Context: an optimization exercise on an open-source flow, tuned for small area. The choices shown serve that exercise and are no tape-out recipe.
RTL that was checked went through simulation tests only; none was proved equivalent to the original.
Power is estimated from default activity; no workload was simulated.

== birch ==
==> flow/design.v (excerpt) <==
module data_checker
(
    input clock, resetn,
    output reg[19:0] ERRORS,
    output reg[ 9:0] SECONDS,
    input[255:0] AXIS_TDATA,
    input        AXIS_TVALID
);
    wire [15:0] bit_differs;
    genvar i, k;
    generate
        for (i = 0; i < 16; i = i + 1) begin : g_bit
            wire [15:0] column;
            for (k = 0; k < 16; k = k + 1) begin : g_lane
                assign column[k] = AXIS_TDATA[16*k + i];
            end
            assign bit_differs[i] = (|column) & ~(&column);
        end
    endgenerate
    wire error_beat = AXIS_TVALID & (|bit_differs);
    localparam [9:0] TIMER_START = 10'd1014;
    reg  [9:0] second_timer;
    wire tick = &{second_timer[8:4], second_timer[2:0]};
    wire [9:0] timer_next = {second_timer[8:0], ~(second_timer[9] ^ second_timer[2])};
    always @(posedge clock) begin
        if (resetn == 0) begin
            ERRORS       <= 0;
            SECONDS      <= 0;
            second_timer <= TIMER_START;
        end else begin
            ERRORS       <= ERRORS + error_beat;
            SECONDS      <= SECONDS + tick;
            second_timer <= tick ? TIMER_START : timer_next;
        end
    end
endmodule
Size: ~330 cells after synthesis, ~40 flip-flops, roughly 2700 um2 of cells after synthesis.
==> module data_checker, before the edit <==
module data_checker
(
    input clock, resetn,
    output reg[19:0] ERRORS,
    output reg[ 9:0] SECONDS,
    input[255:0] AXIS_TDATA,
    input        AXIS_TVALID
);
    wire [15:0] bit_differs;
    genvar i, k;
    generate
        for (i = 0; i < 16; i = i + 1) begin : g_bit
            wire [15:0] column;
            for (k = 0; k < 16; k = k + 1) begin : g_lane
                assign column[k] = AXIS_TDATA[16*k + i];
            end
            assign bit_differs[i] = (|column) & ~(&column);
        end
    endgenerate
    wire error_beat = AXIS_TVALID & (|bit_differs);
    localparam [9:0] TIMER_START = 10'd1014;
    reg  [9:0] second_timer;
    wire tick = &{second_timer[8:4], second_timer[2:0]};
    wire [9:0] timer_next = {second_timer[8:0], ~(second_timer[9] ^ second_timer[2])};
    always @(posedge clock) begin
        if (resetn == 0) begin
            ERRORS       <= 0;
            SECONDS      <= 0;
            second_timer <= TIMER_START;
        end else begin
            ERRORS       <= ERRORS + error_beat;
            SECONDS      <= SECONDS + tick;
            second_timer <= tick ? TIMER_START : timer_next;
        end
    end
endmodule
export LEC_CHECK = 0
export CAP_MARGIN = 20
export CORE_MARGIN = 2
export CORE_UTILIZATION = 40
export SLEW_MARGIN = 20
create_clock -name core_clock -period 3.5 [get_ports {clock}]
standard.sh (not shown) runs the stock make flow with config.mk's settings and CLKGATE_MAP_FILE= SYNTH_SCRIPT=/design/flow/synth_recipe.tcl, a recipe that flattens the netlist after the stock synthesis.
==> flow/flow/run.sh <==
#!/bin/bash
# Standard ORFS layout, except that the port buffers buffer_ports inserts are the
# smallest buffer (buf_1) rather than the cell buffer_ports picks by default.
set -euo pipefail
export BUFFER_PORTS_ARGS="-buffer_cell sky130_fd_sc_hd__buf_1"
bash standard.sh finish > standard_finish.log 2>&1
Setup changes, birch to pine
==> flow/design.v <==
module data_checker
(
    input clock, resetn,
    output reg[19:0] ERRORS,
    output reg[ 9:0] SECONDS,
    input[255:0] AXIS_TDATA,
    input        AXIS_TVALID
);
    wire [15:0] bit_differs;
    genvar i, k;
    generate
        for (i = 0; i < 16; i = i + 1) begin : g_bit
            wire [15:0] column;
            for (k = 0; k < 16; k = k + 1) begin : g_lane
                assign column[k] = AXIS_TDATA[16*k + i];
            end
            assign bit_differs[i] = (|column) & ~(&column);
        end
    endgenerate
    wire error_beat = AXIS_TVALID & (|bit_differs);
    reg [9:0] second_timer;
    wire tick = &{second_timer[9:5], second_timer[2:0]};
    always @(posedge clock) begin
        if (resetn == 0) begin
            ERRORS       <= 0;
            SECONDS      <= 0;
            second_timer <= 0;
        end else begin
            ERRORS       <= ERRORS + error_beat;
            SECONDS      <= SECONDS + tick;
            second_timer <= tick ? 10'd0 : second_timer + 10'd1;
        end
    end
endmodule
Notes after the runs:
pine completed end to end with timing, DRC and antenna clean.
Setup slack for pine: 0.14 ns up relative to birch
Cell count: pine higher than birch
Side by side, layout multi-input combinational cell count turned out higher in pine than in birch.
In the reports for birch and pine, the smaller number of antenna violations at the first check in global routing belongs to pine.
Global-route usage (pine over birch): decrease, 3.0 points
Total power consumption of the routed design on pine is behind birch.
For pine, only the layout was checked, not whether the RTL still works.

## static timing again, ports no longer ideal
The results above use ideal ports. As a check the final layouts listed here were re-extracted and re-timed, cells and wires unchanged. Step 1 sets driving cells, clkbuf_16 on the clock port and buf_2 on the other inputs (assumed; they add their load-dependent delay and slew). Step 2 moves the port delays by t, midway between the first and last clock arrival at a register: inputs arrive t later, outputs are due t later. That takes back most of the time a late clock gives input paths. Slacks: ideal / step 1 / step 2; pairs: ideal / step 1.
| run | t (ns) | setup WS [ns] | worst hold slack (ns) | worst setup path at the end | latest minus earliest clock arrival (ns) |
|---|---|---|---|---|---|
| birch | 0.311 | 0.358 / 0.350 / 0.039 | 0.418 / 0.418 / 0.418 | input to register | 0.008 / 0.008 |
| pine | 0.315 | 0.498 / 0.466 / 0.152 | 0.456 / 0.456 / 0.456 | input to register | 0.014 / 0.013 |
After both steps setup and hold are still met in every run listed. For pine, which loses most, drivers alone change the setup slack by -0.032 ns; drivers and shift together by -0.346 ns.
